What follows belongs to an exercise in optimizing a design on an open flow for a short achievable clock period and few clock cycles; a production flow would make more cautious choices.
In this exercise RTL edits were held to simulation tests only and were not proved equivalent to the original.
The clock port is modelled as an ideal driver; clocking choices that lean on that would not hold on a real chip.
Power and IR drop assume default switching activity.

==> flow/design.v <==
module adder(input [31:0] a, b,
	output [31:0] y);
	assign y = a + b;
endmodule
module mux2 #(parameter WIDTH = 8)
	(input logic [WIDTH-1:0] d0, d1,
	input logic s,
	output logic [WIDTH-1:0] y);
	assign y = s ? d1 : d0;
endmodule
module mux3 #(parameter WIDTH = 8)
	(input logic [WIDTH-1:0] d0, d1, d2, d3,
	input logic [1:0] s,
	output logic [WIDTH-1:0] y);
	assign y = s[1] ? (s[0] ? d3 : d2) : (s[0] ? d1 : d0);
endmodule
module flopr #(parameter WIDTH = 8)
	(input logic clk, reset,
	input logic [WIDTH-1:0]d,
	output logic [WIDTH-1:0]q);
	always_ff @(posedge clk, posedge reset)
		if (reset) q <= 0;
		else q <= d;
endmodule
module reg_file(input logic clk,
	input logic we3,
	input logic [4:0] a1, a2, a3,
	input logic [31:0] wd3,
	output logic [31:0] rd1, rd2);
	logic [31:0] rf[31:0];
	always_ff @(posedge clk)
	if (we3) rf[a3] <= wd3;
		assign rd1 = (a1 != 0) ? rf[a1] : 0;
		assign rd2 = (a2 != 0) ? rf[a2] : 0;
endmodule
module extend(input logic [31:7] instr,
	input logic [2:0] immsrc,
	output logic [31:0] immext);
	always_comb
	case(immsrc)
		3'b000: immext = {{20{instr[31]}}, instr[31:20]};
		3'b001: immext = {{20{instr[31]}}, instr[31:25],
		instr[11:7]};
		3'b010: immext = {{20{instr[31]}}, instr[7],
		instr[30:25], instr[11:8], 1'b0};
		3'b011: immext = {{12{instr[31]}}, instr[19:12],
		instr[20], instr[30:21], 1'b0};
		3'b100: immext = {instr[31:12], 12'b0};
		default: immext = 32'b0;  
	endcase
endmodule
module alu(input logic [31:0] srcA, input logic [31:0] srcB, input logic [2:0] cntrl,
 output logic [31:0] out, output logic zero);
    logic [31:0]tmp;
    always_comb
        begin
			tmp = srcA - srcB;
			case(cntrl)
				3'b000: out = srcA + srcB;  
				3'b001: out = tmp;  
				3'b011: out = srcA | srcB;  
				3'b010: out = srcA & srcB;  
				3'b101:							 
					begin
							out[31:1] = 31'h0;
							out[0] = (srcA[31] != srcB[31]) ? srcA[31] : tmp[31];
					end
				default: out = 32'h00000000;
			endcase
       if (out == 32'h00000000)
           zero = 1;
       else
           zero = 0;
    end
endmodule
module maindec(input logic [6:0] op,
	output logic [1:0] ResultSrc,
	output logic MemWrite,
	output logic Branch, ALUSrc,
	output logic RegWrite, Jump,
	output logic [2:0] ImmSrc,
	output logic [1:0] ALUOp);
	logic [11:0] controls;
	assign {RegWrite, ImmSrc, ALUSrc, MemWrite,
	ResultSrc, Branch, ALUOp, Jump} = controls;
	always_comb
		case(op)
			7'b0000011: controls = 12'b1_000_1_0_01_0_00_0;  
			7'b0100011: controls = 12'b0_001_1_1_00_0_00_0;  
			7'b0110011: controls = 12'b1_000_0_0_00_0_10_0;  
			7'b1100011: controls = 12'b0_010_0_0_00_1_01_0;  
			7'b0010011: controls = 12'b1_000_1_0_00_0_10_0;  
			7'b1101111: controls = 12'b1_011_0_0_10_0_00_1;  
			7'b0010111: controls = 12'b1_100_0_0_11_0_00_0;  
			default: controls = 12'b0_000_0_0_00_0_00_0;  
		endcase
endmodule
module aludec(input logic opb5,
	input logic [2:0] funct3,
	input logic funct7b5,
	input logic [1:0] ALUOp,
	output logic [2:0] ALUControl);
	logic RtypeSub;
	assign RtypeSub = funct7b5 & opb5;  
	always_comb
		case(ALUOp)
			2'b00: ALUControl = 3'b000;  
			2'b01: ALUControl = 3'b001;  
			default: case(funct3)  
			3'b000: if (RtypeSub)
			ALUControl = 3'b001;  
			else
			ALUControl = 3'b000;  
			3'b010: ALUControl = 3'b101;  
			3'b110: ALUControl = 3'b011;  
			3'b111: ALUControl = 3'b010;  
			default: ALUControl = 3'b000;  
		endcase
	endcase
endmodule
module controller(input logic [6:0] op,
	input logic [2:0] funct3,
	input logic funct7b5,
	input logic Zero,
	output logic [1:0] ResultSrc,
	output logic MemWrite,
	output logic PCSrc, ALUSrc,
	output logic RegWrite, Jump,
	output logic [2:0] ImmSrc,
	output logic [2:0] ALUControl);
	logic [1:0] ALUOp;
	logic Branch;
	maindec md(op, ResultSrc, MemWrite, Branch,
	ALUSrc, RegWrite, Jump, ImmSrc, ALUOp);
	aludec ad(op[5], funct3, funct7b5, ALUOp, ALUControl);
	assign PCSrc = Branch & Zero | Jump;
endmodule
module datapath(input logic clk, reset,
	input logic [1:0] ResultSrc,
	input logic PCSrc, ALUSrc,
	input logic RegWrite,
	input logic [2:0] ImmSrc,
	input logic [2:0] ALUControl,
	output logic Zero,
	output logic [31:0] PC,
	input logic [31:0] Instr,
	output logic [31:0] ALUResult, WriteData,
	input logic [31:0] ReadData);
	logic [31:0] PCNext, PCPlus4, PCTarget;
	logic [31:0] ImmExt;
	logic [31:0] SrcA, SrcB;
	logic [31:0] Result;
	flopr #(32) pcreg(clk, reset, PCNext, PC);
	adder pcadd4(PC, 32'd4, PCPlus4);
	adder pcaddbranch(PC, ImmExt, PCTarget);
	mux2 #(32) pcmux(PCPlus4, PCTarget, PCSrc, PCNext);
	reg_file rf(clk, RegWrite, Instr[19:15], Instr[24:20],
	Instr[11:7], Result, SrcA, WriteData);
	extend ext(Instr[31:7], ImmSrc, ImmExt);
	mux2 #(32) srcbmux(WriteData, ImmExt, ALUSrc, SrcB);
	alu alu1(SrcA, SrcB, ALUControl, ALUResult, Zero);
	mux3 #(32) resultmux( ALUResult, ReadData, PCPlus4, PCTarget,
	ResultSrc, Result);
endmodule
module riscvsingle(input logic clk, reset,
	output logic [31:0] PC,
	input logic [31:0] Instr,
	output logic MemWrite,
	output logic [31:0] ALUResult, WriteData,
	input logic [31:0] ReadData);
	logic [31:0] pcF, pcO;    
	logic        vE, vM;
	logic [31:0] pcE, aE, bE, rs2E, tgtE, pc4E;
	logic [4:0]  rdE;
	logic        weE, lwE, swE, beqE, brE, predE;
	logic        subE, sltE, orE, andE;
	logic [31:0] resM, sdM;
	logic [4:0]  rdM;
	logic        weM, lwM, memwM;
	logic [31:0] rf [1:31];
	logic [31:0] wdM;
	assign wdM = lwM ? ReadData : resM;
	always_ff @(posedge clk)
		for (int i = 1; i < 32; i++)
			if (vM & weM & (rdM == 5'(i))) rf[i] <= wdM;
	localparam int IB = 3;           
	localparam int TB = 10 - IB;     
	localparam int NB = 1 << IB;
	logic          bval [0:NB-1];
	logic [1:0]    bcnt [0:NB-1];
	logic [TB-1:0] btag [0:NB-1];
	logic [IB-1:0] bidxF;
	logic          bhitF, btakF;
	assign bidxF = pcF[IB+1:2];
	assign bhitF = bval[bidxF] & (btag[bidxF] == pcF[11:IB+2]);
	assign btakF = bcnt[bidxF][1];
	logic [6:0]  op;
	logic [2:0]  f3;
	logic [4:0]  rs1F, rs2F, rdF;
	assign op   = Instr[6:0];
	assign f3   = Instr[14:12];
	assign rs1F = Instr[19:15];
	assign rs2F = Instr[24:20];
	assign rdF  = Instr[11:7];
	logic isLw, isSw, isR, isI, isBeq, isJal, isAuipc;
	assign isLw    = (op == 7'b0000011);
	assign isSw    = (op == 7'b0100011);
	assign isR     = (op == 7'b0110011);
	assign isI     = (op == 7'b0010011);
	assign isBeq   = (op == 7'b1100011);
	assign isJal   = (op == 7'b1101111);
	assign isAuipc = (op == 7'b0010111);
	logic usesA, usesB, useImm, weF;
	assign usesA  = ~(isJal | isAuipc);
	assign usesB  = isR | isSw | isBeq;
	assign useImm = ~(isR | isBeq);
	assign weF    = (isLw | isR | isI | isJal | isAuipc) & (rdF != 5'd0);
	logic [31:0] immB;
	assign immB = {{20{Instr[31]}}, Instr[7], Instr[30:25], Instr[11:8], 1'b0};
	logic        predF;
	logic [31:0] tgtBF, pc4F, npcF;
	f_next fnext(.pc(pcF), .instr(Instr), .bhit(bhitF), .btak(btakF),
	             .npc(npcF), .tgtB(tgtBF), .pc4(pc4F), .pred(predF));
	logic [32*31-1:0] rfv;
	always_comb
		for (int i = 1; i < 32; i++) rfv[32*(i-1) +: 32] = rf[i];
	logic [31:0] opA, opB, rd2;
	f_read fread(.instr(Instr), .pc(pcF), .rf(rfv), .wd(wdM), .wa(rdM), .we(vM & weM),
	             .opA(opA), .opB(opB), .rd2(rd2));
	logic xw, xl, mA, mB, fA, fB, fS;
	assign xw = vE & weE & ~lwE;
	assign xl = vE & weE & lwE;
	assign mA = (rdE == rs1F);
	assign mB = (rdE == rs2F);
	assign fA = usesA & xw & mA;
	assign fB = ~useImm & xw & mB;
	assign fS = xw & mB;
	logic ldhaz;
	assign ldhaz = xl & ((usesA & mA) | (usesB & mB));
	logic [31:0] srcA, srcB, sdE, resE;
	logic        eq, redirect;
	assign srcA = aE;
	assign srcB = bE;
	assign sdE  = rs2E;
	e_alu alu(.a(srcA), .b(srcB), .sub(subE), .slt(sltE), .orr(orE), .andd(andE),
	          .res(resE), .eq(eq));
	logic [31:0] nextE;
	logic        takenE;
	assign takenE   = beqE & eq;
	assign nextE    = predE ? pc4E : tgtE;
	assign redirect = vE & brE & (eq ^ predE);
	logic [IB-1:0] bidxE;
	logic          bmatchE, bupd;
	assign bidxE   = pcE[IB+1:2];
	assign bmatchE = bval[bidxE] & (btag[bidxE] == pcE[11:IB+2]);
	assign bupd    = vE & beqE;
	always_ff @(posedge clk)
		if (bupd) begin
			btag[bidxE] <= pcE[11:IB+2];
			if (!bmatchE)
				bcnt[bidxE] <= takenE ? 2'b10 : 2'b01;
			else if (takenE)
				bcnt[bidxE] <= (bcnt[bidxE] == 2'b11) ? 2'b11 : bcnt[bidxE] + 2'b01;
			else
				bcnt[bidxE] <= (bcnt[bidxE] == 2'b00) ? 2'b00 : bcnt[bidxE] - 2'b01;
		end
	always_ff @(posedge clk, posedge reset)
		if (reset) begin
			for (int i = 0; i < NB; i++) bval[i] <= 1'b0;
		end else if (bupd)
			bval[bidxE] <= 1'b1;
	always_ff @(posedge clk, posedge reset)
		if (reset) begin
			pcF <= 32'd0;
			pcO <= 32'd0;
			vE  <= 1'b0;
			vM  <= 1'b0;
			memwM <= 1'b0;
		end else begin
			if (redirect)    pcF <= nextE;
			else if (!ldhaz) pcF <= npcF;
			if (redirect)    pcO <= nextE;
			else if (!ldhaz) pcO <= npcF;
			vE <= ~redirect & ~ldhaz;
			vM <= vE;
			memwM <= vE & swE;
		end
	always_ff @(posedge clk) begin
		pcE   <= pcF;
		aE    <= fA ? resE : opA;
		bE    <= fB ? resE : opB;
		rs2E  <= fS ? resE : rd2;
		tgtE  <= tgtBF;
		pc4E  <= pc4F;
		predE <= predF;
		rdE   <= rdF;
		weE   <= weF;
		lwE   <= isLw;
		swE   <= isSw;
		beqE  <= isBeq;
		brE   <= isBeq & (immB != 32'd4) & (rs1F != rs2F);
		subE  <= isR & Instr[30] & (f3 == 3'b000);
		sltE  <= (isR | isI) & (f3 == 3'b010);
		orE   <= (isR | isI) & (f3 == 3'b110);
		andE  <= (isR | isI) & (f3 == 3'b111);
	end
	always_ff @(posedge clk) begin
		resM <= resE;
		sdM  <= sdE;
		rdM  <= rdE;
		weM  <= weE;
		lwM  <= lwE;
	end
	assign PC        = pcO;
	assign MemWrite  = memwM;
	assign ALUResult = resM;
	assign WriteData = sdM;
endmodule
module f_next(input logic [31:0] pc, instr,
	input logic bhit, btak,
	output logic [31:0] npc, tgtB, pc4,
	output logic pred);
	logic        isBeq, isJal, selJ, selB, selN;
	logic [31:0] immB, immJ, tgtJ;
	logic [13:0] lowB;
	logic [21:0] lowJ;
	logic [18:0] hiB, hiBp, hiBm;
	logic [10:0] hiJ, hiJp, hiJm;
	logic        bSame, bUp, bDn, jSame, jUp, jDn;
	assign isBeq = (instr[6:0] == 7'b1100011);
	assign isJal = (instr[6:0] == 7'b1101111);
	assign immB  = {{20{instr[31]}}, instr[7], instr[30:25], instr[11:8], 1'b0};
	assign immJ  = {{12{instr[31]}}, instr[19:12], instr[20], instr[30:21], 1'b0};
	assign lowB  = {1'b0, pc[12:0]} + {1'b0, immB[12:0]};
	assign lowJ  = {1'b0, pc[20:0]} + {1'b0, immJ[20:0]};
	assign hiB   = pc[31:13];
	assign hiBp  = hiB + 19'd1;
	assign hiBm  = hiB - 19'd1;
	assign hiJ   = pc[31:21];
	assign hiJp  = hiJ + 11'd1;
	assign hiJm  = hiJ - 11'd1;
	assign bUp   = ~instr[31] & lowB[13];
	assign bDn   = instr[31] & ~lowB[13];
	assign bSame = ~(bUp | bDn);
	assign jUp   = ~instr[31] & lowJ[21];
	assign jDn   = instr[31] & ~lowJ[21];
	assign jSame = ~(jUp | jDn);
	assign tgtB  = {({19{bSame}} & hiB) | ({19{bUp}} & hiBp) | ({19{bDn}} & hiBm), lowB[12:0]};
	assign tgtJ  = {({11{jSame}} & hiJ) | ({11{jUp}} & hiJp) | ({11{jDn}} & hiJm), lowJ[20:0]};
	assign pc4   = pc + 32'd4;
	assign selJ  = isJal;
	assign selB  = isBeq & ((instr[19:15] == instr[24:20]) | (bhit ? btak : instr[31]));
	assign selN  = ~(selJ | selB);
	assign pred  = selJ | selB;
	assign npc   = ({32{selJ}} & tgtJ) | ({32{selB}} & tgtB) | ({32{selN}} & pc4);
endmodule
module f_read(input logic [31:0] instr, pc,
	input logic [32*31-1:0] rf,
	input logic [31:0] wd,
	input logic [4:0] wa,
	input logic we,
	output logic [31:0] opA, opB, rd2);
	logic [6:0]  op;
	logic [4:0]  rs1, rs2;
	logic        isSw, isR, isBeq, isJal, isAuipc, usesA, useImm;
	logic [31:0] r1, r2, rd1, imm;
	assign op      = instr[6:0];
	assign rs1     = instr[19:15];
	assign rs2     = instr[24:20];
	assign isSw    = (op == 7'b0100011);
	assign isR     = (op == 7'b0110011);
	assign isBeq   = (op == 7'b1100011);
	assign isJal   = (op == 7'b1101111);
	assign isAuipc = (op == 7'b0010111);
	assign usesA   = ~(isJal | isAuipc);
	assign useImm  = ~(isR | isBeq);
	logic [32*32-1:0] rfz;
	assign rfz = {rf, 32'd0};
	always_comb begin
		r1 = rfz[32*rs1 +: 32];
		r2 = rfz[32*rs2 +: 32];
		rd1 = (we & (wa == rs1)) ? wd : r1;
		rd2 = (we & (wa == rs2)) ? wd : r2;
		if (isSw)         imm = {{20{instr[31]}}, instr[31:25], instr[11:7]};
		else if (isAuipc) imm = {instr[31:12], 12'b0};
		else if (isJal)   imm = 32'd4;
		else              imm = {{20{instr[31]}}, instr[31:20]};
	end
	assign opA = usesA ? rd1 : pc;
	assign opB = useImm ? imm : rd2;
endmodule
module e_alu(input logic [31:0] a, b,
	input logic sub, slt, orr, andd,
	output logic [31:0] res,
	output logic eq);
	logic [31:0] sum, diff;
	logic        lt;
	assign sum  = a + b;
	assign diff = a - b;
	assign lt   = (a[31] != b[31]) ? a[31] : diff[31];
	assign eq   = (a == b);
	always_comb
		if (slt)       res = {31'd0, lt};
		else if (sub)  res = diff;
		else if (orr)  res = a | b;
		else if (andd) res = a & b;
		else           res = sum;
endmodule
==> flow/flow/run.sh <==
#!/bin/bash
# Standard ORFS layout with changes to how it is made only (the SDC and its
# clock period are unchanged):
#  - no full/half-adder cells in synthesis (ADDER_MAP_FILE empty), so abc maps
#    the adders' logic itself; registers are untouched by this;
set -euo pipefail
here=$(pwd)
bash standard.sh finish ADDER_MAP_FILE= SETUP_SLACK_MARGIN=5.5 \
  POST_CTS_TCL=$here/flow/post_cts.tcl PRE_GLOBAL_ROUTE_TCL=$here/flow/pre_grt.tcl \
  > orfs_make.log 2>&1
==> flow/flow/post_cts.tcl <==
# Further setup repair after CTS, in steps, then legalize.
foreach m {6.0 6.5 7.0} {
  log_cmd repair_timing -setup -setup_margin $m -repair_tns 100 -verbose
}
detailed_placement
check_placement -verbose
==> flow/flow/pre_grt.tcl <==
# Global-route timing repair aims at the same tighter target.
set ::env(SETUP_SLACK_MARGIN) 7.0
==> flow/standard.sh <==
#!/bin/bash
# synth_recipe.tcl (not shown) runs the flow's synth.tcl, then flattens the netlist and writes it again
# the make line also repeats each setting of config.mk as NAME=value (left out here)
make -C /OpenROAD-flow-scripts/flow DESIGN_CONFIG=/design/flow/config.mk WORK_HOME=/design/flow/orfs CLKGATE_MAP_FILE= SYNTH_SCRIPT=/design/flow/synth_recipe.tcl "${@:-finish}"
==> flow/config.mk <==
export PLATFORM = sky130hd
export DESIGN_NAME = riscvsingle
export DESIGN_NICKNAME = riscvsingle
export VERILOG_FILES = /design/flow/design.v
export SDC_FILE = /design/flow/constraint.sdc
export NUM_CORES = 4
export LEC_CHECK = 0
export ABC_CLOCK_PERIOD_IN_PS = 1500
export CAP_MARGIN = 20
export CORE_MARGIN = 2
export CORE_UTILIZATION = 35
export SETUP_SLACK_MARGIN = 5.0
export SLEW_MARGIN = 20
export SYNTH_HIERARCHICAL = 1
export SYNTH_MINIMUM_KEEP_SIZE = 0
==> flow/constraint.sdc <==
create_clock -name core_clock -period 10.0 [get_ports {clk}]
set_input_delay 2.0000 -clock core_clock [delete_from_list [all_inputs] [get_ports {clk}]]
set_output_delay 2.0000 -clock core_clock [all_outputs]
set_load 0.01 [all_outputs]
==> results of run 1 <==
-- metal layers --
| metal | routed length (µm) | vias up | global-route usage [%] |
|---|---|---|---|
| met5 | 278 | - | 0.758 |
| met3 | 38500 | 1020 | 8.05 |
| met2 | 127000 | 4311 | 41.1 |
| li1 | - | 21900 | - |
| met4 | 23000 | 10 | 17.3 |
| met1 | 104000 | 27900 | 34.5 |
-- logic make-up (layout without fill, tap and decap cells) --
family          Yosys count  count (layout)  synth area share (%)
mux                     970             970                  19.9
fa+ha+maj                42              42                 0.630
compound gates         1139            1140                  11.4
flops                  1363            1363                  54.7
buf+inv                 500            1191                  3.50
xor+xnor                209             209                  2.63
simple gates           1001            1005                  7.33
other cells               0               9                     0
-- per-module statistics from Yosys, one instance, submodules excluded --
module,flops+latches,times used,cells,cell area [µm²]
f_read,0,1,1883,18000
f_next,0,1,619,3960
riscvsingle,1363,1,1912,42900
e_alu,0,1,810,4940
-- path summary, 6_finish.rpt --
check | slack (ns) | depth (start not counted) | startpoint | end
worst min-delay path | 0.32 | 0 | rs2E[3]$_DFF_P_ | sdM[3]$_DFF_P_
worst max register to register | 5.80 | 18 | pcO[2]$_DFFE_PP0P_ | pcO[1]$_DFFE_PP0P_
worst min register to register | 0.32 | 0 | rs2E[3]$_DFF_P_ | sdM[3]$_DFF_P_
min in group asynchronous | 1.71 | 3 | reset | pcO[26]$_DFFE_PP0P_
max in group asynchronous | 7.71 | 3 | reset | pcO[2]$_DFFE_PP0P_
worst max-delay path | 5.80 | 18 | pcO[2]$_DFFE_PP0P_ | pcO[1]$_DFFE_PP0P_
-- state kept, by name, indices dropped and copies added, names as in the netlist, 32 cells and up --
signal,cells
sdM,32
btag,56
aE,32
tgtE,32
rf,992
resM,32
pcO,32
rs2E,32
bE,32
pc4E,32
-- area by class of cell --
cell class                 instances  area, µm²
fill                           17000     107000
antenna                            9       22.5
inverter                          70        269
timing repair buffer             853      10600
clock buffer                     201       4090
clock inverter                    67        572
tap                             2640       3300
sequential                      1363      38400
multi-input combinational       3366      33600
-- critical path: stages (launching register included) --
cell	delay, ns
dfrtp_4	0.52
buf_12	0.15
mux4_2	0.44
mux2i_2	0.21
xor2_2	0.26
nand4_1	0.22
nor4_4	0.33
mux2_4	0.37
a31oi_4	0.20
nor4_4	0.07
clkbuf_16	0.18
buf_4	0.13
buf_8	0.13
buf_12	0.14
buf_4	0.14
a22oi_1	0.22
xnor2_1	0.14
mux2i_1	0.09
a21oi_1	0.16
-- Yosys cell counts (all sizes together) (42+ instances only) --
cell and n:
a211oi 96, a21oi 239, a221oi 64, a22oi 152
a31oi 48, buf 214, clkbuf 216, dfrtp 43
dfxtp 256, edfxtp 1064, inv 68, maj3 42
mux2 240, mux2i 425, mux4 305, nand2 224
nand2b 53, nand3 94, nor2 234, nor2b 77
nor3 65, nor4 47, o21ai 153, o22ai 106
or2 45, xnor2 127, xor2 82
-- power by group through the flow --
stage	logic (µW)	clock network (µW)	registers [µW]
global route	4810	5630	6980
global placement	3090	0	7130
floorplan	2110	0	6940
finish	4640	5410	6950
detailed placement	3110	0	7140
-- cell usage in the layout (no fill, tap or decap), types with 25 or more instances in the layout --
cell	n
a211oi_1	59
a211oi_2	25
a21oi_1	167
a21oi_2	53
a221o_1	26
a221oi_1	33
a22o_1	27
a22oi_1	130
a31oi_1	31
buf_12	103
buf_16	32
buf_4	370
buf_6	199
clkbuf_1	39
clkbuf_16	228
clkdlybuf4s50_1	35
dfxtp_1	143
dfxtp_2	93
edfxtp_1	1064
inv_1	60
maj3_1	25
mux2_2	167
mux2_4	73
mux2i_1	415
mux4_2	301
nand2_1	196
nand2b_1	45
nand3_1	72
nor2_1	183
nor2_4	39
nor2b_1	59
nor3_1	50
o211ai_1	30
o21ai_0	109
o21ai_1	31
o22ai_1	89
or2_2	39
xnor2_1	90
xnor2_2	28
xor2_1	68
-- per-stage QoR --
step	setup slack, ns	total power, µW	hold slack (ns)
6_report	5.80	17000	0.325
2_1_floorplan	5.47	9050	0.310
3_3_place_gp	3.95	10200	0.315
5_1_grt	5.61	17400	0.330
3_5_place_dp	3.97	10300	0.312
==> results.yml, run 1 <==
run_status:
  status: "no timing/DRC/antenna violations"
floorplanning:
  pin_count: 163
  core_area_um2: 198000
  initial_core_util_pct: 35.3
  die_w_um: 450
  dieArea_um2: 203000
  die_h_um: 450
  num_rows: 163
power:
  p_leak_uw: 0.0321
  intPower_uw: 11700
  powerDensity_nw_per_um2: 187
  seq_power_share_pct: 40.9
  power.switching_uw: 5280
  clockPowerShare_pct: 31.8
  p_sw_share_pct: 31.0
  p_comb_share_pct: 27.3
  vdd_ir_drop_max_v: 0.000169
timing:
  period_share_pct: 42.0
  setup_viol: 0
  setup_tns_ns: 0
  rsz0062_at_grt: "yes"
  hold_violations: 0
  fmax_mhz: 238
  min_period_ns: 4.20
  slew_headroom_pct: 18.1
  skew_ns: 0.0447
  worstMarginPinSlew_ns: 1.22
  final_max_slew_viol_count: 0
critical_path:
  worst-path-max-fanout: 6
  worst_ep_arrival_time_ns: 4.90
  cp-end-kind: "register"
  required_ns: 10.70
  critPathLaunchType: "register"
  critPathKind: "reg2reg"
routing:
  wire_per_inst_um: 34.1
  detail-route-antenna-nets: 0
  drtPass1Iterations: 6
  drt_iter0_drc: 8572
  routed_wl_um: 293000
  drc_errors: 0
  viasPerCell: 6.44
  via_count: 55100
worst_hold_path:
  hp-class: "reg2reg"
synth:
  synth_ff_type: "edfxtp_1"
  synth_area_leaders: "edfxtp_1 (46%), mux4_2 (9.7%), dfxtp_1 (7.3%)"
  synth.top_cell.area_share_pct: 45.8
  synthArstFlopShare_pct: 3.15
  syn_area_um2: 69700
  synth.net_count: 5290
  syn_avg_cell_area_um2: 13.3
  synth_top_cell_by_area: "edfxtp_1"
  synthCells: 5224
  synth-seq-cells: 1363
  ys_types: 114
  yosysWarnings: 11
  synth_edf_count: 1064
  seq_area_frac_synth_pct: 54.7
placed_design:
  placed_area_um2: 74100
  dpl.cell_count: 7732
  gp_congestion: 0.920
  place_hpwl_um: 157000
  io_buffers: 162
finish:
  finalNetCount: 5867
  area_growth_syn_to_layout_pct: 30.3
  stdcell_area_um2: 90900
  fin_cells: 8569
  utilization_pct: 46.0
  layout-drive-gt1-share_pct: 39.8
grt:
  antenna_found_initial: 14
  grt_pass1_wl_um: 398000
  first_global_vias: 52500
  grt_overflow: 0
  grtUsageTotal_pct: 27.4
  grt_max_degree: 66
job:
  drv_cap: 0
clock_tree:
  path_clk_slew_ns: 0.06
  cts.sinks: 1363
  clk_latency_ns: 0.81
  cts_tree: "built"
Testbench counts, summed over its fixed seeds: cycles 184,432.
==> inputs of run 2 (changes only) <==
--- a/flow/design.v
+++ b/flow/design.v
@@ -183,17 +183,20 @@
 	always_ff @(posedge clk)
 		for (int i = 1; i < 32; i++)
 			if (vM & weM & (rdM == 5'(i))) rf[i] <= wdM;
-	localparam int IB = 3;           
+	localparam int IB = 4;           
 	localparam int TB = 10 - IB;     
 	localparam int NB = 1 << IB;
 	logic          bval [0:NB-1];
-	logic [1:0]    bcnt [0:NB-1];
+	logic          bdir [0:NB-1];
+	logic [2:0]    brun [0:NB-1];
+	logic [2:0]    btrip [0:NB-1];
+	logic          btv  [0:NB-1];
 	logic [TB-1:0] btag [0:NB-1];
 	logic [IB-1:0] bidxF;
 	logic          bhitF, btakF;
 	assign bidxF = pcF[IB+1:2];
 	assign bhitF = bval[bidxF] & (btag[bidxF] == pcF[11:IB+2]);
-	assign btakF = bcnt[bidxF][1];
+	assign btakF = (btv[bidxF] & (brun[bidxF] == btrip[bidxF])) ? ~bdir[bidxF] : bdir[bidxF];
 	logic [6:0]  op;
 	logic [2:0]  f3;
 	logic [4:0]  rs1F, rs2F, rdF;
@@ -253,16 +256,21 @@
 	logic          bmatchE, bupd;
 	assign bidxE   = pcE[IB+1:2];
 	assign bmatchE = bval[bidxE] & (btag[bidxE] == pcE[11:IB+2]);
-	assign bupd    = vE & beqE;
+	assign bupd    = vE & brE;
 	always_ff @(posedge clk)
 		if (bupd) begin
 			btag[bidxE] <= pcE[11:IB+2];
-			if (!bmatchE)
-				bcnt[bidxE] <= takenE ? 2'b10 : 2'b01;
-			else if (takenE)
-				bcnt[bidxE] <= (bcnt[bidxE] == 2'b11) ? 2'b11 : bcnt[bidxE] + 2'b01;
-			else
-				bcnt[bidxE] <= (bcnt[bidxE] == 2'b00) ? 2'b00 : bcnt[bidxE] - 2'b01;
+			if (!bmatchE) begin
+				bdir[bidxE]  <= takenE;
+				brun[bidxE]  <= 3'd1;
+				btv[bidxE]   <= 1'b0;
+			end else if (takenE == bdir[bidxE]) begin
+				if (brun[bidxE] != 3'd7) brun[bidxE] <= brun[bidxE] + 3'd1;
+			end else begin
+				btrip[bidxE] <= brun[bidxE];
+				btv[bidxE]   <= (brun[bidxE] != 3'd7);
+				brun[bidxE]  <= 3'd0;
+			end
 		end
 	always_ff @(posedge clk, posedge reset)
 		if (reset) begin
--- a/flow/config.mk
+++ b/flow/config.mk
@@ -8,7 +8,8 @@
 export ABC_CLOCK_PERIOD_IN_PS = 1500
 export CAP_MARGIN = 20
 export CORE_MARGIN = 2
-export CORE_UTILIZATION = 35
+export CORE_UTILIZATION = 45
+export PLACE_DENSITY = 0.5
 export SETUP_SLACK_MARGIN = 5.0
 export SLEW_MARGIN = 20
 export SYNTH_HIERARCHICAL = 1
==> results.yml, run 2 <==
run_status:
  status: "no timing/DRC/antenna violations"
placed_design:
  placed_area_um2: 80900
  gp_congestion: 0.921
  place_hpwl_um: 185000
  io_buffers: 162
  pre_cts_slack_ns: 3.73
power:
  power_uw: 19500
  p_leak_uw: 0.0344
  seq_power_share_pct: 39.8
  p_comb_share_pct: 27.9
  p_sw_share_pct: 31.2
  intPower_uw: 13400
  clockPowerShare_pct: 32.3
  power.switching_uw: 6090
  vdd_ir_drop_max_v: 0.000200
  powerDensity_nw_per_um2: 200
routing:
  wire_per_inst_um: 37.6
  routed_wl_um: 316000
  detail-route-antenna-nets: 0
  drc_errors: 0
  via_count: 56200
  viasPerCell: 6.67
  drt_iter0_drc: 7487
  drtPass1Iterations: 6
synth:
  synth_edf_count: 1216
  ys_types: 113
  synth_most_common_cell: "edfxtp_1"
  synth_ff_type: "edfxtp_1"
  synthCells: 5528
  synth_area_leaders: "edfxtp_1 (47%), mux4_2 (12%), dfxtp_1 (6.7%)"
  syn_area_um2: 76900
  syn_avg_cell_area_um2: 13.9
  synth.net_count: 5594
  synth.top_cells.by_count: "edfxtp_1 (1,216), mux4_2 (420), mux2i_1 (357)"
  synth-seq-cells: 1523
  yosysWarnings: 11
  synthArstFlopShare_pct: 3.35
  synth.top_cell.area_share_pct: 47.5
  seq_area_frac_synth_pct: 55.8
  synth_top_cell_by_area: "edfxtp_1"
critical_path:
  critPathKind: "reg2reg"
  worst-path-max-fanout: 5
  max_stage_delay_ns: 0.53
  crit_chain: "buf_12 > buf_16 > mux4_2 > a22o_1 > a221oi_2 > xnor2_1 > nand4_1 > xnor2_2 > mux2_4 > a31oi_4 > nor4_4 > nor2_4 > clkinv_4 > o21ai_1 > or4_1 > o21ai_1 > a21bo_2 > mux2i_1 > a21oi_1"
  worst_ep_arrival_time_ns: 5.21
  cpMostUsedCell: "o21ai_1"
  required_ns: 10.70
  ff2ff_path_depth: 19
  critPathLaunchType: "register"
  cp_slowest_cell: "or4_1"
  r2r_start: "pcO[2]$_DFFE_PP0P_"
  rrSetupSlack_ns: 5.50
  rr_endpoint: "pcO[18]$_DFFE_PP0P_"
  cp-end-kind: "register"
floorplanning:
  die_w_um: 417
  pin_count: 163
  initial_core_util_pct: 45.4
  num_rows: 151
  core_area_um2: 169000
  dieArea_um2: 174000
  die_h_um: 417
timing:
  min_period_ns: 4.50
  period_share_pct: 45.0
  rsz0062_at_grt: "yes"
  worstMarginPinSlew_ns: 1.20
  setup_viol: 0
  final_max_slew_viol_count: 0
  setup_tns_ns: 0
  fmax_mhz: 222
  skew_ns: 0.0422
  hold_violations: 0
  slew_headroom_pct: 20.1
  layout_setup_ws_ns: 5.50
clock_tree:
  cts_tree: "built"
  clk_latency_ns: 0.85
  path_clk_slew_ns: 0.06
  cts.sinks: 1523
finish:
  area_growth_syn_to_layout_pct: 27.2
  fill_cells: 13400
  finalNetCount: 6120
  regMostFlops: "rf"
  utilization_pct: 57.7
  register_area_um2: 43200
  reg_top3: "rf: 992 flops, btag: 96 flops"
  final_cell_mix: "edfxtp_1 (1,216), mux4_2 (420), mux2i_1 (353)"
  largest_reg_flops: 992
  multi_input_area_um2: 36000
  layout_commonest_cell: "edfxtp_1"
  layout-drive-gt1-share_pct: 39.3
  stdcell_area_um2: 97800
grt:
  grt_max_degree: 65
  antenna_found_initial: 9
  grt_pass1_wl_um: 434000
  first_global_vias: 54400
  grtUsageTotal_pct: 35.7
  grt_overflow: 0
worst_hold_path:
  hp-class: "reg2reg"
  min_path_cells: 0
  holdPathEnd: "sdM[24]$_DFF_P_"
  hp-start: "rs2E[24]$_DFF_P_"
job:
  drv_cap: 0
[run 2: cell count changes after synthesis, sizes merged, moves of 18 or more]
cell	previous run	this run
a211oi	96	78
a21oi	239	264
clkbuf	216	243
nor2	234	280
edfxtp	1064	1216
o21ai	153	133
a211o	3	24
nand3	94	70
mux2i	425	357
o2111ai	32	2
mux4	305	426
a31oi	48	75
nand2	224	248
[run 2: final cells by class]
cell class              instances  area share (%)
diodes                          3         0.00767
clock buffers                 229            4.74
clock inverters                86           0.899
inverters                      82           0.324
multi-input cells            3473            36.8
flip-flops and latches       1523            44.1
well taps                    2218            2.84
repair buffers                802            10.2
[run 2: cells by family (layout without fill, tap and decap cells)]
logic type	after synthesis	after routing	share of synthesized area, %
adders and majority gates	42	42	0.571
and+or+nand+nor	1061	1061	6.99
DFF	1523	1523	55.8
xor gates and xnor gates	220	220	2.51
other	0	3	0
muxes	1036	1036	20.9
AOI/OAI and AO/OA	1111	1114	10.0
buffers and inverters	535	1199	3.23
[run 2: worst max path at each step]
| stage | slack, ns | startpoint | cells past startpoint | end |
|---|---|---|---|---|
| 6_report | 5.50 | pcO[2]$_DFFE_PP0P_ | 19 | pcO[18]$_DFFE_PP0P_ |
| 5_1_grt | 5.37 | pcO[2]$_DFFE_PP0P_ | 19 | pcO[18]$_DFFE_PP0P_ |
| 3_5_place_dp | 3.73 | pcO[2]$_DFFE_PP0P_ | 17 | pcO[19]$_DFFE_PP0P_ |
| 3_3_place_gp | 3.73 | pcO[2]$_DFFE_PP0P_ | 17 | pcO[19]$_DFFE_PP0P_ |
| 2_1_floorplan | 5.45 | Instr[26] | 12 | pcO[16]$_DFFE_PP0P_ |
[run 2: metrics by stage]
step	hold WS, ns	instances
final	0.322	8416
after detailed placement	0.313	7611
after global placement	0.312	7609
after global routing	0.323	8416
after floorplan	0.310	5528
[run 2: power by group through the flow]
stage	Sequential [µW]	Clock, µW	Combinational (µW)
6_report	7760	6300	5450
5_1_grt	7790	6630	5660
3_5_place_dp	7980	0	3830
3_3_place_gp	7970	0	3820
2_1_floorplan	7750	0	2530
[run 2: worst max-delay path: cells and delay by family, from the launching register on]
kind / cells / cell delay (ns)
muxes: 3 / 0.90
AOI/OAI and AO/OA: 7 / 1.06
DFF: 1 / 0.50
xor gates and xnor gates: 2 / 0.44
buffers and inverters: 3 / 0.36
and+or+nand+nor: 4 / 1.08
[run 2: metal layers]
| layer | GRT usage (%) | up-vias | share of wire [%] |
|---|---|---|---|
| met5 | 0 | - | 0.0085 |
| met4 | 18.1 | 4 | 6.0 |
| met3 | 6.23 | 662 | 8.2 |
| met2 | 56.9 | 3089 | 47 |
| met1 | 47.2 | 29300 | 39 |
| li1 | - | 23100 | - |
[run 2: Yosys stat by module, one instance, submodules excluded]
module | cell area (µm²) | flops+latches | cells inside
f_next | 3960 | 0 | 619
f_read | 17700 | 0 | 1773
e_alu | 4940 | 0 | 810
riscvsingle | 50300 | 1523 | 2326
Testbench counts of run 2, summed over its fixed seeds: cycles 182,778.
==> inputs of run 3 (changes only) <==
--- a/flow/design.v
+++ b/flow/design.v
@@ -168,7 +168,7 @@
 	output logic MemWrite,
 	output logic [31:0] ALUResult, WriteData,
 	input logic [31:0] ReadData);
-	logic [31:0] pcF, pcO;    
+	logic [31:0] pcF, pcOn;   
 	logic        vE, vM;
 	logic [31:0] pcE, aE, bE, rs2E, tgtE, pc4E;
 	logic [4:0]  rdE;
@@ -192,11 +192,18 @@
 	logic [2:0]    btrip [0:NB-1];
 	logic          btv  [0:NB-1];
 	logic [TB-1:0] btag [0:NB-1];
-	logic [IB-1:0] bidxF;
+	logic          bpred [0:NB-1];   
+	logic [NB*TB-1:0] btagv;
+	logic [NB-1:0] bvalv, bpredv;
+	always_comb
+		for (int i = 0; i < NB; i++) begin
+			btagv[TB*i +: TB] = btag[i];
+			bvalv[i]  = bval[i];
+			bpredv[i] = bpred[i];
+		end
 	logic          bhitF, btakF;
-	assign bidxF = pcF[IB+1:2];
-	assign bhitF = bval[bidxF] & (btag[bidxF] == pcF[11:IB+2]);
-	assign btakF = (btv[bidxF] & (brun[bidxF] == btrip[bidxF])) ? ~bdir[bidxF] : bdir[bidxF];
+	bp_look #(.IB(IB), .TB(TB)) blook(.pc(pcF[11:2]), .tag(btagv), .val(bvalv), .pred(bpredv),
+	                                  .hit(bhitF), .tak(btakF));
 	logic [6:0]  op;
 	logic [2:0]  f3;
 	logic [4:0]  rs1F, rs2F, rdF;
@@ -257,20 +264,33 @@
 	assign bidxE   = pcE[IB+1:2];
 	assign bmatchE = bval[bidxE] & (btag[bidxE] == pcE[11:IB+2]);
 	assign bupd    = vE & brE;
+	logic          ndir, ntv;
+	logic [2:0]    nrun, ntrip;
+	always_comb begin
+		ndir  = bdir[bidxE];
+		nrun  = brun[bidxE];
+		ntrip = btrip[bidxE];
+		ntv   = btv[bidxE];
+		if (!bmatchE) begin
+			ndir = takenE;
+			nrun = 3'd1;
+			ntv  = 1'b0;
+		end else if (takenE == bdir[bidxE]) begin
+			if (brun[bidxE] != 3'd7) nrun = brun[bidxE] + 3'd1;
+		end else begin
+			ntrip = brun[bidxE];
+			ntv   = (brun[bidxE] != 3'd7);
+			nrun  = 3'd0;
+		end
+	end
 	always_ff @(posedge clk)
 		if (bupd) begin
-			btag[bidxE] <= pcE[11:IB+2];
-			if (!bmatchE) begin
-				bdir[bidxE]  <= takenE;
-				brun[bidxE]  <= 3'd1;
-				btv[bidxE]   <= 1'b0;
-			end else if (takenE == bdir[bidxE]) begin
-				if (brun[bidxE] != 3'd7) brun[bidxE] <= brun[bidxE] + 3'd1;
-			end else begin
-				btrip[bidxE] <= brun[bidxE];
-				btv[bidxE]   <= (brun[bidxE] != 3'd7);
-				brun[bidxE]  <= 3'd0;
-			end
+			btag[bidxE]  <= pcE[11:IB+2];
+			bdir[bidxE]  <= ndir;
+			brun[bidxE]  <= nrun;
+			btrip[bidxE] <= ntrip;
+			btv[bidxE]   <= ntv;
+			bpred[bidxE] <= (ntv & (nrun == ntrip)) ? ~ndir : ndir;
 		end
 	always_ff @(posedge clk, posedge reset)
 		if (reset) begin
@@ -280,15 +300,14 @@
 	always_ff @(posedge clk, posedge reset)
 		if (reset) begin
 			pcF <= 32'd0;
-			pcO <= 32'd0;
+			pcOn <= 32'hffffffff;
 			vE  <= 1'b0;
 			vM  <= 1'b0;
 			memwM <= 1'b0;
 		end else begin
 			if (redirect)    pcF <= nextE;
 			else if (!ldhaz) pcF <= npcF;
-			if (redirect)    pcO <= nextE;
-			else if (!ldhaz) pcO <= npcF;
+			pcOn <= ~(redirect ? nextE : (ldhaz ? pcF : npcF));
 			vE <= ~redirect & ~ldhaz;
 			vM <= vE;
 			memwM <= vE & swE;
@@ -319,7 +338,7 @@
 		weM  <= weE;
 		lwM  <= lwE;
 	end
-	assign PC        = pcO;
+	assign PC        = ~pcOn;
 	assign MemWrite  = memwM;
 	assign ALUResult = resM;
 	assign WriteData = sdM;
@@ -414,3 +433,15 @@
 		else if (andd) res = a & b;
 		else           res = sum;
 endmodule
+module bp_look #(parameter int IB = 4, parameter int TB = 6)
+	(input logic [9:0] pc,
+	input logic [(1<<IB)*TB-1:0] tag,
+	input logic [(1<<IB)-1:0] val, pred,
+	output logic hit, tak);
+	logic [(1<<IB)-1:0] hitv;
+	always_comb
+		for (int i = 0; i < (1<<IB); i++)
+			hitv[i] = val[i] & (tag[TB*i +: TB] == pc[9:IB]);
+	assign hit = hitv[pc[IB-1:0]];
+	assign tak = pred[pc[IB-1:0]];
+endmodule
==> results.yml, run 3 <==
floorplanning:
  die_h_um: 422
  num_rows: 153
  core_area_um2: 174000
  pin_count: 163
  initial_core_util_pct: 45.2
  die_w_um: 422
  dieArea_um2: 178000
critical_path:
  max_stage_delay_ns: 0.42
  crit_chain: "buf_12 > buf_4 > buf_4 > xnor2_1 > nand3_1 > nor4_1 > o311ai_2 > nand4_1 > mux2_4 > a31oi_4 > nor4_4 > clkbuf_16 > nor2_4 > buf_12 > buf_12 > a221o_1 > a22o_1 > mux2i_1 > mux2_4 > inv_1"
  critPathKind: "reg2reg"
  worst_ep_arrival_time_ns: 4.70
  required_ns: 10.72
  critPathLaunchType: "register"
  rrSetupSlack_ns: 6.02
  cp-end-kind: "register"
  worst-path-max-fanout: 7
  cpMostUsedCell: "buf_12"
  cp_slowest_cell: "dfrtp_2"
synth:
  synth_edf_count: 1232
  synth.top_cells.by_count: "edfxtp_1 (1,232), mux2i_1 (458), mux4_2 (333)"
  synth_top_cell_by_area: "edfxtp_1"
  yosysWarnings: 12
  ys_types: 129
  seq_area_frac_synth_pct: 56.4
  synthArstFlopShare_pct: 5.28
  synth_ff_type: "edfxtp_1"
  synth_most_common_cell: "edfxtp_1"
  synth_area_leaders: "edfxtp_1 (47%), mux4_2 (9.6%), dfxtp_1 (6.5%)"
  synth.net_count: 5755
  synthCells: 5689
  syn_area_um2: 78500
  synth.top_cell.area_share_pct: 47.1
  synth-seq-cells: 1571
  syn_avg_cell_area_um2: 13.8
timing:
  min_period_ns: 3.98
  hold_violations: 0
  fmax_mhz: 251
  setup_tns_ns: 0
  setup_viol: 0
  rsz0062_at_grt: "yes"
  slew_headroom_pct: 23.4
  final_max_slew_viol_count: 0
  skew_ns: 0.0376
  whs_ns: 0.316
  period_share_pct: 39.8
  layout_setup_ws_ns: 6.02
  worstMarginPinSlew_ns: 1.15
placed_design:
  dpl.cell_count: 7939
  io_buffers: 162
  gp_congestion: 0.897
  place_hpwl_um: 195000
  pre_cts_slack_ns: 3.79
grt:
  grt_overflow: 0
  first_global_vias: 57200
  grt_pass1_wl_um: 472000
  antenna_found_initial: 19
  grt_max_degree: 57
  grtUsageTotal_pct: 38.3
finish:
  finalNetCount: 6411
  reg_top3: "rf: 992 flops, btag: 96 flops"
  layout_commonest_cell: "edfxtp_1"
  fin_cells: 8819
  final_cell_mix: "edfxtp_1 (1,232), mux2i_1 (434), buf_4 (363)"
  largest_reg_flops: 992
  area_growth_syn_to_layout_pct: 29.5
  regMostFlops: "rf"
  layout-drive-gt1-share_pct: 40.6
clock_tree:
  cts.sinks: 1571
  path_clk_slew_ns: 0.08
  clk_latency_ns: 0.84
  cts_tree: "built"
power:
  vdd_ir_drop_max_v: 0.000198
  power_uw: 20900
  p_leak_uw: 0.0359
  powerDensity_nw_per_um2: 206
routing:
  via_count: 58900
  drtPass1Iterations: 6
  detail-route-antenna-nets: 0
  viasPerCell: 6.68
  drt_iter0_drc: 8266
  routed_wl_um: 349000
  drc_errors: 0
  wire_per_inst_um: 39.5
worst_hold_path:
  hp-class: "reg2reg"
job:
  drv_cap: 0
run_status:
  status: "no timing/DRC/antenna violations"
run 3: kinds of logic after synthesis:
logic type	share of synthesized area (%)
flops	56.4
compound gates	9.71
simple gates	6.98
mux	19.5
buf+inv	3.56
xor+xnor	3.37
fa+ha+maj	0.504
run 3: routing by layer:
layer	GRT usage, %	up-vias	share of wire (%)
met4	23.0	12	7.3
met3	8.75	1003	9.6
met1	48.5	30500	37
met5	0	-	0.025
li1	-	23800	-
met2	60.2	3657	46
run 3: cell type report:
| class | instances | area (µm²) |
|---|---|---|
| Fill cell | 13700 | 72000 |
| Multi-Input combinational cell | 3553 | 36500 |
| Sequential cell | 1571 | 44500 |
| Tap cell | 2325 | 2910 |
| Clock inverter | 82 | 726 |
| Antenna cell | 7 | 17.5 |
| Clock buffer | 237 | 4890 |
| Timing Repair inverter | 1 | 11.3 |
| Inverter | 129 | 508 |
| Timing Repair Buffer | 914 | 11500 |
run 3: critical path, delay by kind of cell, from the launching register on:
kind,cells,cell delay [ns]
compound gates,4,0.74
xor+xnor,1,0.21
flops,1,0.42
buf+inv,7,0.98
simple gates,5,0.97
mux,3,0.52
run 3: Yosys stat by module (local to each module, per instance), a selection:
module | cell area (µm²) | cells inside | times used
f_read | 18000 | 1883 | 1
e_alu | 4940 | 810 | 1
f_next | 3810 | 575 | 1
riscvsingle | 50300 | 2244 | 1
run 3: path summary, 6_finish.rpt:
path | end | depth (start not counted) | startpoint
setup / recovery | pcF[13]$_DFF_PP0_ | 20 | pcF[7]$_DFF_PP0_
hold / removal | sdM[1]$_DFF_P_ | 0 | rs2E[1]$_DFF_P_
setup reg to reg | pcF[13]$_DFF_PP0_ | 20 | pcF[7]$_DFF_PP0_
hold reg to reg | sdM[1]$_DFF_P_ | 0 | rs2E[1]$_DFF_P_
max in group asynchronous | pcF[11]$_DFF_PP0_ | 3 | reset
min in group asynchronous | bval[11]$_DFFE_PP0P_ | 2 | reset
run 3: stage by stage:
step,utilization (%),area (µm²)
floorplan,-,78500
global placement,47.7,82800
detailed placement,47.7,82900
global route,58.5,102000
finish,58.5,102000
run 3: where the power goes:
group	total (µW)	switching [µW]	internal (µW)
combinational	6210	3490	2720
clock	6450	2730	3720
sequential	8280	486	7790
total	20900	6710	14200
Testbench counts of run 3, summed over its fixed seeds: cycles 182,778.
==> inputs of run 4 (changes only) <==
==> flow/flow/run.sh (replaced) <==
#!/bin/bash
# Standard ORFS layout with changes to how it is made only (the SDC and its
# clock period are unchanged):
#  - synthesis: the standard flow's script, with no full/half-adder cells (ADDER_MAP_FILE
#    empty) and abc mapping by flow/abc_map.script (flow/synth.tcl); registers
#    are untouched by either;
set -euo pipefail
here=$(pwd)
export MY_ABC_SCRIPT=$here/flow/abc_map.script
export FLOW_SYNTH_TCL=$here/synth_recipe.tcl
bash standard.sh finish ADDER_MAP_FILE= SETUP_SLACK_MARGIN=5.5 \
  SYNTH_SCRIPT=$here/flow/synth.tcl \
  POST_CTS_TCL=$here/flow/post_cts.tcl PRE_GLOBAL_ROUTE_TCL=$here/flow/pre_grt.tcl \
  > orfs_make.log 2>&1
==> flow/flow/abc_map.script (new file) <==
strash
dch -f
map
topo
stime -c
buffer -c
upsize -c
dnsize -c
==> flow/flow/synth.tcl (new file) <==
# The standard flow's synthesis script, with abc mapping the logic by flow/abc_map.script
# (ABC's dch + map, then buffering and sizing) in place of ORFS's speed script.
# abc maps only combinational logic: the registers are those of the standard
# synthesis.
proc abc {args} {
  set i [lsearch -exact $args -script]
  if {$i >= 0} {
    lset args [expr {$i + 1}] $::env(MY_ABC_SCRIPT)
  }
  yosys abc {*}$args
}
source $::env(FLOW_SYNTH_TCL)
==> results.yml, run 4 <==
synth:
  synth_edf_count: 1232
  synth_most_common_cell: "edfxtp_1"
  synth.top_cells.by_count: "edfxtp_1 (1,232), nand2_1 (1,187), nand3_1 (948)"
  synth.top_cell.area_share_pct: 44.0
  synth_top_cell_by_area: "edfxtp_1"
  synthArstFlopShare_pct: 5.28
  syn_area_um2: 84200
  synth-seq-cells: 1571
  synth_area_leaders: "edfxtp_1 (44%), dfxtp_1 (6.1%), o211ai_1 (6.0%)"
  synth.net_count: 9135
  yosysWarnings: 12
  synth_ff_type: "edfxtp_1"
  synthCells: 9069
  seq_area_frac_synth_pct: 52.6
  ys_types: 98
  syn_avg_cell_area_um2: 9.28
timing:
  final_max_slew_viol_count: 0
  period_share_pct: 36.5
  slew_headroom_pct: 25.5
  skew_ns: 0.0554
  whs_ns: 0.318
  rsz0062_at_grt: "yes"
  hold_violations: 0
  worstMarginPinSlew_ns: 1.12
  setup_tns_ns: 0
  setup_viol: 0
  min_period_ns: 3.65
  fmax_mhz: 274
critical_path:
  required_ns: 8.00
  critPathLaunchType: "register"
  worst-path-max-fanout: 1
  cp_slowest_cell: "dfstp_2"
  critPathKind: "reg2out"
  max_stage_delay_ns: 0.62
  crit_chain: "inv_2 > buf_6"
  cp-end-kind: "primary output"
  worst_ep_arrival_time_ns: 1.65
power:
  seq_power_share_pct: 36.7
  vdd_ir_drop_max_v: 0.000276
  p_comb_share_pct: 34.2
  powerDensity_nw_per_um2: 206
  intPower_uw: 14100
  p_sw_share_pct: 37.3
  p_leak_uw: 0.0400
  power.switching_uw: 8400
  clockPowerShare_pct: 29.1
finish:
  layout_commonest_cell: "edfxtp_1"
  largest_reg_flops: 992
  final_cell_mix: "edfxtp_1 (1,232), nand2_1 (1,049), nand3_1 (684)"
  fill_cells: 15800
  area_growth_syn_to_layout_pct: 29.7
  layout-drive-gt1-share_pct: 25.5
  regMostFlops: "rf"
  finalNetCount: 9626
  reg_top3: "rf: 992 flops, btag: 96 flops"
clock_tree:
  cts_tree: "built"
  path_clk_slew_ns: 0.07
  clk_latency_ns: 0.89
  cts.sinks: 1571
grt:
  grt_pass1_wl_um: 592000
  grt_overflow: 0
  first_global_vias: 75600
  grt_max_degree: 75
  grtUsageTotal_pct: 43.8
  antenna_found_initial: 19
routing:
  drtPass1Iterations: 10
  drc_errors: 0
  wire_per_inst_um: 36.0
  detail-route-antenna-nets: 0
  via_count: 81700
  viasPerCell: 6.70
  drt_iter0_drc: 12200
  routed_wl_um: 439000
floorplanning:
  initial_core_util_pct: 45.3
  die_w_um: 436
  dieArea_um2: 190000
  core_area_um2: 186000
  die_h_um: 436
  pin_count: 163
  num_rows: 158
placed_design:
  gp_congestion: 0.989
  place_hpwl_um: 228000
  io_buffers: 162
run_status:
  status: "no timing/DRC/antenna violations"
worst_hold_path:
  hp-class: "reg2reg"
job:
  drv_cap: 0
## run 4: cell families after synthesis
| kind of cell | count (synthesis) | share of synthesized area [%] |
|---|---|---|
| simple gates | 3559 | 19.6 |
| compound gates | 2473 | 19.1 |
| flops | 1571 | 52.6 |
| buf+inv | 1273 | 6.51 |
| xor+xnor | 97 | 1.04 |
| mux | 96 | 1.24 |
## run 4: layout make-up
class / count / area [µm²] / area share (%)
repair inverters: 20 / 282 / 0.258
clock inverters: 90 / 781 / 0.715
flip-flops and latches: 1571 / 44400 / 40.7
inverters: 639 / 2750 / 2.52
diodes: 9 / 22.5 / 0.0206
multi-input cells: 6236 / 40000 / 36.7
clock buffers: 238 / 4920 / 4.51
repair buffers: 915 / 12800 / 11.7
well taps: 2480 / 3100 / 2.84
## run 4: Yosys stat by module (local to each module, per instance), excerpt
module	cells	copies in the design
riscvsingle	2799	1
f_read	3986	1
e_alu	1124	1
f_next	875	1
## run 4: worst max-delay path, delay by kind of cell (launching register included)
kind / cells / cell delay (ns)
buf+inv: 2 / 0.18
flops: 1 / 0.62
## run 4: path summary, 6_finish.rpt
kind	slack [ns]	startpoint	cells after the start	endpoint
hold reg to reg	0.32	rs2E[6]$_DFF_P_	0	sdM[6]$_DFF_P_
setup / recovery	6.35	pcOn[30]$_DFF_PP1_	2	PC[30]
setup reg to reg	6.40	pcF[7]$_DFF_PP0_	20	pcF[4]$_DFF_PP0_
hold / removal	0.32	rs2E[6]$_DFF_P_	0	sdM[6]$_DFF_P_
min in group asynchronous	1.54	reset	2	pcF[9]$_DFF_PP0_
max in group asynchronous	7.29	reset	3	pcF[29]$_DFF_PP0_
## run 4: power by group through the flow
stage | logic (µW) | clock network [µW] | registers, µW
finish | 7700 | 6540 | 8270
global route | 7970 | 6800 | 8280
detailed placement | 5650 | 0 | 8310
global placement | 5620 | 0 | 8310
floorplan | 3460 | 0 | 8190
## run 4: per-stage QoR
stage                     worst slack, ns  total power [µW]  utilization (%)  std cells  area, µm²
after floorplan                      5.76             11700                -       9069      84200
after global placement               3.61             13900             47.3      11300      87800
after detailed placement             3.62             14000             47.3      11300      87800
after global routing                 6.34             23100             58.8      12200     109000
final                                6.35             22500             58.8      12200     109000
## run 4: metal layers
layer	GRT usage (%)	routed length (µm)	vias to the layer above
li1	-	-	34000
met5	0	115	-
met1	54.4	157000	39700
met3	12.0	53700	1760
met4	31.5	38900	16
met2	65.9	190000	6232
==> inputs of run 5 (changes only) <==
--- a/flow/design.v
+++ b/flow/design.v
@@ -168,7 +168,7 @@
 	output logic MemWrite,
 	output logic [31:0] ALUResult, WriteData,
 	input logic [31:0] ReadData);
-	logic [31:0] pcF, pcOn;   
+	logic [31:0] pcF;
 	logic        vE, vM;
 	logic [31:0] pcE, aE, bE, rs2E, tgtE, pc4E;
 	logic [4:0]  rdE;
@@ -300,18 +300,19 @@
 	always_ff @(posedge clk, posedge reset)
 		if (reset) begin
 			pcF <= 32'd0;
-			pcOn <= 32'hffffffff;
 			vE  <= 1'b0;
 			vM  <= 1'b0;
 			memwM <= 1'b0;
 		end else begin
 			if (redirect)    pcF <= nextE;
 			else if (!ldhaz) pcF <= npcF;
-			pcOn <= ~(redirect ? nextE : (ldhaz ? pcF : npcF));
 			vE <= ~redirect & ~ldhaz;
 			vM <= vE;
 			memwM <= vE & swE;
 		end
+	logic [31:0] pcO;
+	always_ff @(posedge clk)
+		pcO <= reset ? 32'd0 : (redirect ? nextE : (ldhaz ? pcF : npcF));
 	always_ff @(posedge clk) begin
 		pcE   <= pcF;
 		aE    <= fA ? resE : opA;
@@ -338,7 +339,7 @@
 		weM  <= weE;
 		lwM  <= lwE;
 	end
-	assign PC        = ~pcOn;
+	assign PC        = pcO;
 	assign MemWrite  = memwM;
 	assign ALUResult = resM;
 	assign WriteData = sdM;
==> results.yml, run 5 <==
synth:
  seq_area_frac_synth_pct: 52.5
  yosys.area_share.simple_pct: 19.7
  synth_area_leaders: "edfxtp_1 (44%), dfxtp_1 (6.9%), o211ai_1 (6.4%)"
  syn_area_um2: 83900
  synthAdderAreaFrac_pct: 0
  synthCells: 9042
  syn_avg_cell_area_um2: 9.28
  synthArstFlopShare_pct: 3.25
  synth.net_count: 9108
  synth_xor_area_share_pct: 1.04
  synth.top_cells.by_count: "nand2_1 (1,233), edfxtp_1 (1,232), nand3_1 (952)"
  synth-seq-cells: 1571
  synthMuxAreaShare_pct: 1.24
  ys_types: 98
  synth_top_family_by_area: "simple AND/OR/NAND/NOR gates"
  synth_most_common_cell: "nand2_1"
  synth_edf_count: 1232
  synth.top_cell.area_share_pct: 44.1
  yosysWarnings: 12
  synth_compound_area_share_pct: 19.1
  synth_ff_type: "edfxtp_1"
  synth_top_cell_by_area: "edfxtp_1"
critical_path:
  ff2ff_path_depth: 20
  max_stage_delay_ns: 0.27
  cp_slowest_cell: "nand4_4"
  cp-end-kind: "register"
  rrSetupSlack_ns: 6.50
  worst-path-max-fanout: 6
  rr_endpoint: "pcO[2]$_SDFF_PP0_"
  worst_ep_arrival_time_ns: 4.30
  critPathKind: "in2reg"
  required_ns: 10.77
  critPathLaunchType: "input pin"
  r2r_start: "pcF[2]$_DFF_PP0_"
  crit_chain: "buf_12 > buf_16 > clkinv_16 > nand2_4 > nand4_1 > buf_4 > nor3_4 > nand4_4 > nand3_4 > nand4_1 > o211ai_1 > nand2_1 > o21ai_1 > inv_1 > nand2_1 > o211ai_1 > a21oi_1"
worst_hold_path:
  min_path_cells: 0
  hp-start: "rs2E[20]$_DFF_P_"
  holdPathEnd: "sdM[20]$_DFF_P_"
  hp-class: "reg2reg"
routing:
  detail-route-antenna-nets: 0
  drtPass1Iterations: 9
  drt_iter0_drc: 14400
  wire_per_inst_um: 36.8
  viasPerCell: 6.80
  via_count: 83000
  drc_errors: 0
  routed_wl_um: 449000
timing:
  min_period_ns: 3.53
  final_max_slew_viol_count: 0
  period_share_pct: 35.3
  fmax_mhz: 283
  skew_ns: 0.0403
  slew_headroom_pct: 9.60
  worstMarginPinSlew_ns: 1.34
  setup_viol: 0
  setup_tns_ns: 0
  hold_violations: 0
  rsz0062_at_grt: "yes"
  layout_setup_ws_ns: 6.47
clock_tree:
  cts.sinks: 1571
  clk_latency_ns: 0.88
  cts_tree: "built"
  path_clk_slew_ns: 0.06
floorplanning:
  initial_core_util_pct: 45.3
  die_h_um: 436
  die_w_um: 436
  num_rows: 158
  pin_count: 163
  core_area_um2: 185000
  dieArea_um2: 190000
job:
  drv_cap: 0
power:
  power_uw: 22400
  p_leak_uw: 0.0399
  vdd_ir_drop_max_v: 0.000254
  powerDensity_nw_per_um2: 206
grt:
  antenna_found_initial: 15
  grt_overflow: 0
  first_global_vias: 75200
  grt_pass1_wl_um: 590000
  grtUsageTotal_pct: 43.7
  grt_max_degree: 89
placed_design:
  pre_cts_slack_ns: 3.86
  io_buffers: 162
  place_hpwl_um: 228000
  gp_congestion: 0.994
run_status:
  status: "no timing/DRC/antenna violations"
finish:
  regMostFlops: "rf"
  area_growth_syn_to_layout_pct: 29.4
  layout-drive-gt1-share_pct: 24.9
  finalNetCount: 9629
  utilization_pct: 58.6
  largest_reg_flops: 992
  reg_top3: "rf: 992 flops, btag: 96 flops"
  layout_commonest_cell: "edfxtp_1"
  final_cell_mix: "edfxtp_1 (1,232), nand2_1 (1,142), o211ai_1 (711)"
## run 5: cell count changes in the layout (fill, tap and decap cells not counted), sizes merged, moves of 31 or more
cell / before / now
nor2: 802 / 715
nand2: 1238 / 1285
buf: 736 / 772
o211ai: 680 / 714
or2: 110 / 143
dfstp: 32 / 0
dfxtp: 256 / 288
o2bb2ai: 34 / 3
## run 5: modules after synthesis (local to each module, per instance), a selection
module / flip-flops and latches / cell area, µm² / times used / cells
e_alu: 0 / 5730 / 1 / 1124
f_read: 0 / 21100 / 1 / 3986
f_next: 0 / 4860 / 1 / 875
riscvsingle: 1571 / 50600 / 1 / 2772
## run 5: metal layers
metal	wire, µm	track usage [%]	vias to the layer above
li1	-	-	34000
met1	162000	56.2	40400
met2	189000	64.4	6804
met3	59800	11.8	1792
met4	37800	29.2	8
met5	222	0.655	-
## run 5: cell type report
type	count	area, µm²
clock buffers	250	4860
well taps	2480	3100
clock inverters	66	495
diodes	15	37.5
fillers	15800	76800
repair buffers	952	13100
multi-input cells	6232	39800
repair inverters	20	255
flip-flops and latches	1571	44300
inverters	611	2660
## run 5: report_power, final
part | internal [µW] | switching [µW] | leakage [µW]
logic | 2630 | 5290 | 0.0231
clock network | 3480 | 2790 | 0.00262
registers | 7830 | 370 | 0.0142
total | 13900 | 8450 | 0.0399
## run 5: stage by stage
stage	cells	instance area [µm²]	hold WS, ns
3_3_place_gp	11200	87500	0.313
6_report	12200	109000	0.323
2_1_floorplan	9042	83900	0.310
3_5_place_dp	11200	87500	0.314
5_1_grt	12200	109000	0.329
## run 5: cell families after synthesis
group | Yosys count
AND/OR/NAND/NOR | 3554
buffers and inverters | 1252
AO/OA/AOI/OAI | 2472
flip-flops | 1571
multiplexers | 96
XOR/XNOR | 97
## run 5: worst max-delay path, delay by kind of cell
family	cells	cell delay, ns
buf+inv	5	0.52
compound gates	4	0.56
simple gates	8	1.17
## run 5: worst max path at each step
stage | startpoint | end | slack (ns) | cells past startpoint
after floorplan | rdM[3]$_DFF_P_ | rf[24][0]$_DFFE_PP_ | 5.75 | 4
after global placement | Instr[15] | aE[28]$_DFF_P_ | 3.90 | 10
after detailed placement | Instr[15] | aE[28]$_DFF_P_ | 3.86 | 10
after global routing | pcF[2]$_DFF_PP0_ | pcO[2]$_SDFF_PP0_ | 6.34 | 20
final | Instr[31] | pcO[27]$_SDFF_PP0_ | 6.47 | 17
Testbench counts of run 5, summed over its fixed seeds: cycles 182,778.

[port drivers added, routing unchanged]
In the flow no input, the clock included, has a driving cell. The finished layouts below were timed again as built, in two steps. Step 1 (the two cells are an assumption about what drives the block):
set clk [get_ports {clk}]
set_driving_cell -lib_cell sky130_fd_sc_hd__clkbuf_16 $clk
set_driving_cell -lib_cell sky130_fd_sc_hd__buf_2 [delete_from_list [all_inputs] $clk]
Step 2 moves the port delays by t, midway between the first and last clock arrival at a register: inputs arrive t later, outputs are due t later. That takes back most of the time a late clock gives input paths. Slacks: ideal / step 1 / step 2; pairs: ideal / step 1.
run | t, ns | slack for setup (ns) | worst data-port slew with drivers (ns)
run 1 | 0.871 | 5.798 / 5.789 / 4.918 | 0.44
run 2 | 0.919 | 5.497 / 5.497 / 4.820 | 0.52
run 3 | 0.918 | 6.023 / 5.831 / 4.913 | 0.46
run 4 | 0.965 | 6.350 / 6.193 / 5.228 | 0.52
run 5 | 0.966 | 6.468 / 6.117 / 5.152 | 0.82
After both steps every run listed still meets setup and hold. The setup slack of run 5, which loses most, moves by -0.351 ns with the drivers and by -1.316 ns with both steps.
